What follows belongs to an exercise in optimizing a design on an open flow for small area and a short achievable clock period; a production flow would make more cautious choices. Only simulation tests tie the RTL to the original design; equivalence was not proved.

==> job 9964: inputs <==
==> flow/design.v <==
`timescale 1ns / 1ps
module ex_unit #(
    parameter WORD_SIZE = 32,
    NUM_REGS = 32,
    REG_SEL = $clog2(NUM_REGS),
    NUM_WORDS = 1024,
    ADDR_SIZE = $clog2(NUM_WORDS)
    )(
    input clk,
    input rst,
    input flush_idex,
    input stall_idex,
    input flush_exmem,
    input stall_exmem,
    input [ADDR_SIZE - 1 : 0] pc,
    input [WORD_SIZE - 1 : 0] immd,
    input [WORD_SIZE - 1 : 0] data1,
    input [WORD_SIZE - 1 : 0] data2,
    input [3:0] alu_op,
    input [REG_SEL - 1 : 0] rd,
    input [REG_SEL - 1 : 0] rs1,
    input [REG_SEL - 1 : 0] rs2,
    input mem_read,
    input mem_write,
    input mem_to_reg,
    input reg_write,
    input alu_src,
    input branch,
    input jump,
    input [1:0] data_size,
    input data_sign,
    input [WORD_SIZE - 1 : 0] wb_data,
    input [REG_SEL - 1 : 0] wb_rd,
    input wb_reg_write,
    output reg [ADDR_SIZE - 1 : 0] pc_mem,
    output reg [ADDR_SIZE - 1 : 0] branch_target_mem,
    output reg [WORD_SIZE - 1 : 0] alu_result_mem,
    output reg [REG_SEL - 1 : 0] rd_mem,
    output reg mem_read_mem,
    output reg mem_write_mem,
    output reg mem_to_reg_mem,
    output reg reg_write_mem,
    output reg alu_zero_mem,
    output reg branch_mem,
    output reg jump_mem,
    output reg [WORD_SIZE - 1 : 0] write_data_mem,
    output reg [1:0] data_size_mem,
    output reg data_sign_mem
    );
    reg bubble_ex;
    always @(posedge clk or posedge rst) begin
        if (rst)              bubble_ex <= 1'b1;
        else if (flush_idex)  bubble_ex <= 1'b1;
        else if (!stall_idex) bubble_ex <= 1'b0;
    end
    reg [ADDR_SIZE - 1 : 0] pc_ex;
    reg [WORD_SIZE - 1 : 0] immd_ex, data1_ex, data2_ex;
    reg [3:0] alu_op_ex;
    reg [REG_SEL - 1 : 0] rd_ex, rs1_ex, rs2_ex;
    reg mem_read_ex, mem_write_ex, mem_to_reg_ex, reg_write_ex;
    reg alu_src_ex, branch_ex, jump_ex;
    reg [1:0] data_size_ex;
    reg data_sign_ex;
    always @(posedge clk) begin
        if (!stall_idex) begin
            pc_ex <= pc;
            immd_ex <= immd;
            data1_ex <= data1;
            data2_ex <= data2;
            alu_op_ex <= alu_op;
            rd_ex <= rd;
            rs1_ex <= rs1;
            rs2_ex <= rs2;
            mem_read_ex <= mem_read;
            mem_write_ex <= mem_write;
            mem_to_reg_ex <= mem_to_reg;
            reg_write_ex <= reg_write;
            alu_src_ex <= alu_src;
            branch_ex <= branch;
            jump_ex <= jump;
            data_size_ex <= data_size;
            data_sign_ex <= data_sign;
        end
    end
    wire mem_hit1 = reg_write_mem && (rd_mem != 0) && (rd_mem == rs1_ex);
    wire mem_hit2 = reg_write_mem && (rd_mem != 0) && (rd_mem == rs2_ex);
    wire wb_hit1 = wb_reg_write && (wb_rd != 0) && (wb_rd == rs1_ex) && !mem_hit1;
    wire wb_hit2 = wb_reg_write && (wb_rd != 0) && (wb_rd == rs2_ex) && !mem_hit2;
    wire [WORD_SIZE - 1 : 0] a_early = mem_hit1 ? alu_result_mem : data1_ex;
    wire [WORD_SIZE - 1 : 0] s2_early = mem_hit2 ? alu_result_mem : data2_ex;
    wire [WORD_SIZE - 1 : 0] op_a = wb_hit1 ? wb_data : a_early;
    wire [WORD_SIZE - 1 : 0] src2 = wb_hit2 ? wb_data : s2_early;
    wire [WORD_SIZE - 1 : 0] op_b = alu_src_ex ? immd_ex : src2;
    wire [3:0] op = alu_op_ex;
    wire is_add  = (op == 4'b0000);
    wire is_sub  = (op == 4'b1000);
    wire is_sll  = (op == 4'b0001);
    wire is_slt  = (op == 4'b0010);
    wire is_sltu = (op == 4'b0011);
    wire is_xor  = (op == 4'b0100);
    wire is_srl  = (op == 4'b0101);
    wire is_sra  = (op == 4'b1101);
    wire is_or   = (op == 4'b0110);
    wire is_and  = (op == 4'b0111);
    wire is_pass = (op == 4'b1111);
    wire subtract = is_sub | is_slt | is_sltu;
    wire [WORD_SIZE - 1 : 0] b_inv = op_b ^ {WORD_SIZE{subtract}};
    wire [WORD_SIZE : 0] sum = {1'b0, op_a} + {1'b0, b_inv} + {{WORD_SIZE{1'b0}}, subtract};
    wire ltu = ~sum[WORD_SIZE];
    wire lts = (op_a[WORD_SIZE - 1] ^ op_b[WORD_SIZE - 1]) ? op_a[WORD_SIZE - 1] : sum[WORD_SIZE - 1];
    function [WORD_SIZE - 1 : 0] reverse(input [WORD_SIZE - 1 : 0] v);
        integer i;
        for (i = 0; i < WORD_SIZE; i = i + 1) reverse[i] = v[WORD_SIZE - 1 - i];
    endfunction
    wire [WORD_SIZE - 1 : 0] sh_in = is_sll ? reverse(op_a) : op_a;
    wire sh_fill = is_sra & op_a[WORD_SIZE - 1];
    wire [2 * WORD_SIZE - 1 : 0] sh_wide = {{WORD_SIZE{sh_fill}}, sh_in} >> op_b[4:0];
    wire [WORD_SIZE - 1 : 0] sh_out = sh_wide[WORD_SIZE - 1 : 0];
    wire [WORD_SIZE - 1 : 0] alu_res =
          ({WORD_SIZE{is_add | is_sub}} & sum[WORD_SIZE - 1 : 0])
        | ({WORD_SIZE{is_srl | is_sra}} & sh_out)
        | ({WORD_SIZE{is_sll}} & reverse(sh_out))
        | ({WORD_SIZE{is_xor}} & (op_a ^ op_b))
        | ({WORD_SIZE{is_or}} & (op_a | op_b))
        | ({WORD_SIZE{is_and}} & (op_a & op_b))
        | ({WORD_SIZE{is_pass}} & op_b)
        | {{(WORD_SIZE - 1){1'b0}}, (is_slt & lts) | (is_sltu & ltu)};
    wire alu_zero = (is_slt | is_sltu) ? alu_res[0] : ~|alu_res;
    wire [ADDR_SIZE - 1 : 0] pc_m4 = pc_ex - 4;
    wire [ADDR_SIZE - 1 : 0] branch_target = (branch_ex | jump_ex) ? pc_m4 + immd_ex[ADDR_SIZE - 1 : 0] : pc_m4;
    wire live = !bubble_ex;
    always @(posedge clk or posedge rst) begin
        if (rst) begin
            pc_mem <= 0;
            branch_target_mem <= 0;
            alu_result_mem <= 0;
            write_data_mem <= 0;
            rd_mem <= 0;
            alu_zero_mem <= 1'b0;
            branch_mem <= 1'b0;
            jump_mem <= 1'b0;
            mem_read_mem <= 1'b0;
            mem_to_reg_mem <= 1'b0;
            mem_write_mem <= 1'b0;
            reg_write_mem <= 1'b0;
            data_sign_mem <= 1'b0;
            data_size_mem <= 2'b00;
        end else if (flush_exmem) begin
            pc_mem <= 0;
            branch_target_mem <= 0;
            alu_result_mem <= 0;
            write_data_mem <= 0;
            rd_mem <= 0;
            alu_zero_mem <= 1'b0;
            branch_mem <= 1'b0;
            jump_mem <= 1'b0;
            mem_read_mem <= 1'b0;
            mem_to_reg_mem <= 1'b0;
            mem_write_mem <= 1'b0;
            reg_write_mem <= 1'b0;
            data_sign_mem <= 1'b0;
            data_size_mem <= 2'b00;
        end else if (!stall_exmem) begin
            pc_mem <= live ? pc_ex : {ADDR_SIZE{1'b0}};
            branch_target_mem <= live ? branch_target : {{(ADDR_SIZE - 2){1'b1}}, 2'b00};
            alu_result_mem <= live ? alu_res : {WORD_SIZE{1'b0}};
            write_data_mem <= live ? src2 : {WORD_SIZE{1'b0}};
            rd_mem <= live ? rd_ex : {REG_SEL{1'b0}};
            alu_zero_mem <= live ? alu_zero : 1'b1;
            branch_mem <= live & branch_ex;
            jump_mem <= live & jump_ex;
            mem_read_mem <= live & mem_read_ex;
            mem_to_reg_mem <= live & mem_to_reg_ex;
            mem_write_mem <= live & mem_write_ex;
            reg_write_mem <= live & reg_write_ex;
            data_sign_mem <= live & data_sign_ex;
            data_size_mem <= live ? data_size_ex : 2'b00;
        end
    end
endmodule
==> flow/run.sh <==
#!/bin/bash
# synth_recipe.tcl (not shown) runs the flow's synth.tcl, then flattens the netlist and writes it again
# the make line also repeats each setting of config.mk as NAME=value (left out here)
make -C /OpenROAD-flow-scripts/flow DESIGN_CONFIG=/design/flow/config.mk WORK_HOME=/design/flow/orfs CLKGATE_MAP_FILE= SYNTH_SCRIPT=/design/flow/synth_recipe.tcl finish
==> flow/config.mk <==
export PLATFORM = sky130hd
export DESIGN_NAME = ex_unit
export DESIGN_NICKNAME = ex_unit
export VERILOG_FILES = /design/flow/design.v
export SDC_FILE = /design/flow/constraint.sdc
export NUM_CORES = 4
export LEC_CHECK = 0
export CAP_MARGIN = 20
export CORE_MARGIN = 2
export CORE_UTILIZATION = 40
export SETUP_SLACK_MARGIN = 0.25
export SLEW_MARGIN = 20
==> flow/constraint.sdc <==
create_clock -name core_clock -period 7.5 [get_ports {clk}]
set_input_delay 1.5000 -clock core_clock [delete_from_list [all_inputs] [get_ports {clk}]]
set_output_delay 1.5000 -clock core_clock [all_outputs]
set_load 0.01 [all_outputs]
==> job 6017 (differences from job 9964) <==
--- a/flow/design.v
+++ b/flow/design.v
@@ -84,11 +84,15 @@
     end
-    wire mem_hit1 = reg_write_mem && (rd_mem != 0) && (rd_mem == rs1_ex);
-    wire mem_hit2 = reg_write_mem && (rd_mem != 0) && (rd_mem == rs2_ex);
-    wire wb_hit1 = wb_reg_write && (wb_rd != 0) && (wb_rd == rs1_ex) && !mem_hit1;
-    wire wb_hit2 = wb_reg_write && (wb_rd != 0) && (wb_rd == rs2_ex) && !mem_hit2;
+    wire mem_ok = reg_write_mem && (rd_mem != 0);
+    wire mem_hit1 = mem_ok && (rd_mem == rs1_ex);
+    wire mem_hit2 = mem_ok && (rd_mem == rs2_ex);
+    wire wb_may1 = (rs1_ex != 0) && !mem_hit1;
+    wire wb_may2 = (rs2_ex != 0) && !mem_hit2;
+    wire wb_hit1 = wb_reg_write && (wb_rd == rs1_ex) && wb_may1;
+    wire wb_hit2 = wb_reg_write && (wb_rd == rs2_ex) && wb_may2;
+    wire wb_hitb = wb_reg_write && (wb_rd == rs2_ex) && wb_may2 && !alu_src_ex;
     wire [WORD_SIZE - 1 : 0] a_early = mem_hit1 ? alu_result_mem : data1_ex;
     wire [WORD_SIZE - 1 : 0] s2_early = mem_hit2 ? alu_result_mem : data2_ex;
+    wire [WORD_SIZE - 1 : 0] b_early = alu_src_ex ? immd_ex : s2_early;
     wire [WORD_SIZE - 1 : 0] op_a = wb_hit1 ? wb_data : a_early;
     wire [WORD_SIZE - 1 : 0] src2 = wb_hit2 ? wb_data : s2_early;
-    wire [WORD_SIZE - 1 : 0] op_b = alu_src_ex ? immd_ex : src2;
     wire [3:0] op = alu_op_ex;
@@ -106,6 +110,11 @@
     wire subtract = is_sub | is_slt | is_sltu;
-    wire [WORD_SIZE - 1 : 0] b_inv = op_b ^ {WORD_SIZE{subtract}};
-    wire [WORD_SIZE : 0] sum = {1'b0, op_a} + {1'b0, b_inv} + {{WORD_SIZE{1'b0}}, subtract};
+    wire [WORD_SIZE - 1 : 0] b_inv = wb_hitb ? (wb_data ^ {WORD_SIZE{subtract}})
+                                             : (b_early ^ {WORD_SIZE{subtract}});
+    wire [WORD_SIZE - 1 : 0] op_b = b_inv;   
+    wire [WORD_SIZE - 1 : 0] prop = op_a ^ b_inv;
+    wire [WORD_SIZE - 1 : 0] gen = op_a & b_inv;
+    wire [WORD_SIZE + 1 : 0] sum_x = {1'b0, op_a, 1'b1} + {1'b0, b_inv, subtract};
+    wire [WORD_SIZE : 0] sum = sum_x[WORD_SIZE + 1 : 1];
     wire ltu = ~sum[WORD_SIZE];
-    wire lts = (op_a[WORD_SIZE - 1] ^ op_b[WORD_SIZE - 1]) ? op_a[WORD_SIZE - 1] : sum[WORD_SIZE - 1];
+    wire lts = (op_a[WORD_SIZE - 1] ^ ~b_inv[WORD_SIZE - 1]) ? op_a[WORD_SIZE - 1] : sum[WORD_SIZE - 1];
     function [WORD_SIZE - 1 : 0] reverse(input [WORD_SIZE - 1 : 0] v);
@@ -118,12 +127,18 @@
     wire [WORD_SIZE - 1 : 0] sh_out = sh_wide[WORD_SIZE - 1 : 0];
+    wire [WORD_SIZE - 1 : 0] res_other =
+          ({WORD_SIZE{is_srl | is_sra}} & sh_out)
+        | ({WORD_SIZE{is_sll}} & reverse(sh_out))
+        | ({WORD_SIZE{is_xor | is_or}} & prop)
+        | ({WORD_SIZE{is_and | is_or}} & gen)
+        | ({WORD_SIZE{is_pass}} & op_b);
+    wire is_cmp = is_slt | is_sltu;
+    wire cmp = (is_slt & lts) | (is_sltu & ltu);
+    wire is_addsub = is_add | is_sub;
     wire [WORD_SIZE - 1 : 0] alu_res =
-          ({WORD_SIZE{is_add | is_sub}} & sum[WORD_SIZE - 1 : 0])
-        | ({WORD_SIZE{is_srl | is_sra}} & sh_out)
-        | ({WORD_SIZE{is_sll}} & reverse(sh_out))
-        | ({WORD_SIZE{is_xor}} & (op_a ^ op_b))
-        | ({WORD_SIZE{is_or}} & (op_a | op_b))
-        | ({WORD_SIZE{is_and}} & (op_a & op_b))
-        | ({WORD_SIZE{is_pass}} & op_b)
-        | {{(WORD_SIZE - 1){1'b0}}, (is_slt & lts) | (is_sltu & ltu)};
-    wire alu_zero = (is_slt | is_sltu) ? alu_res[0] : ~|alu_res;
+          ({WORD_SIZE{is_addsub}} & sum[WORD_SIZE - 1 : 0])
+        | res_other
+        | {{(WORD_SIZE - 1){1'b0}}, cmp};
+    wire [WORD_SIZE - 1 : 0] zero_carry = {op_a[WORD_SIZE - 2 : 0] | b_inv[WORD_SIZE - 2 : 0], subtract};
+    wire [WORD_SIZE - 1 : 0] zero_bit = is_addsub ? ~(prop ^ zero_carry) : ~res_other;
+    wire alu_zero = is_cmp ? cmp : &zero_bit;
     wire [ADDR_SIZE - 1 : 0] pc_m4 = pc_ex - 4;
--- a/flow/config.mk
+++ b/flow/config.mk
@@ -7,2 +7,3 @@
 export LEC_CHECK = 0
+export ABC_AREA = 1
 export CAP_MARGIN = 20
@@ -10,3 +11,3 @@
 export CORE_UTILIZATION = 40
-export SETUP_SLACK_MARGIN = 0.25
+export SETUP_SLACK_MARGIN = 2.0
 export SLEW_MARGIN = 20
==> impl_metrics.tcl <==
set metrics [dict create \
    period_needed_ps 5270 \
    drt_iter0_drc 2517 \
    dp.cells 3285 \
    relSlewSlack 0.284 \
    setup_ws_ps 2230 \
    place_congestion 0.988 \
    status "no timing/DRC/antenna violations" \
    synthXorXnorAreaFrac 0.0403 \
    switching_share 0.402 \
    synth_mux_area_frac 0.00278 \
    wl_met3_um 9190 \
    hold-path-endpoint "rd_mem[4]" \
]
That was job 6017.
==> impl_metrics.tcl <==
set metrics [dict create \
    cts_setup_buffers 0 \
    overflow 0 \
    place_congestion 1.02 \
    clockPowerShare 0.271 \
    wire_per_inst_um 30.1 \
    synth_mux_area_frac 0.0931 \
    antenna_left 0 \
    drt_iter0_drc 2294 \
    vdd_drop_max_uv 210 \
    root_buffer "clkbuf_16" \
    synthXorXnorAreaFrac 0.0402 \
    hold_violations 0 \
    period_needed_ps 7020 \
    setup_ws_ps 480 \
    status "no timing/DRC/antenna violations" \
    multi_input_area_share 0.462 \
    relSlewSlack 0.163 \
    cpPeakStageDelay_ps 550 \
    wl_met3_um 9000 \
    hold-path-endpoint "mem_write_mem" \
    synth-adder-area-share 0.0747 \
]
That was job 9964.

[static timing again, ports no longer ideal]
Ports are ideal in the flow. The routed layouts listed here were re-timed in OpenROAD.
Step 1 assumes that a clkbuf_16 drives the clock port and a buf_2 every other input.
Step 2, shift: input delay + t, output delay - t, t = (earliest + latest rising clock arrival at the registers) / 2. This alone moves slack from input paths to output paths.
a / b / c = ideal / step 1 / step 2; a / b = the first two.
| run | t (ns) | setup slack, ns | worst register clock-pin slew, ns | worst slew at a driven data input, ns |
|---|---|---|---|---|
| job 9964 | 0.636 | 0.480 / 0.503 / -0.133 | 0.08 / 0.08 | 0.09 |
| job 6017 | 0.627 | 2.226 / 2.259 / 1.631 | 0.08 / 0.08 | 0.10 |
With both steps, setup timing fails in job 9964, where it was met with ideal ports. For job 9964, which loses most, drivers alone change the setup slack by +0.023 ns; drivers and shift together by -0.613 ns.
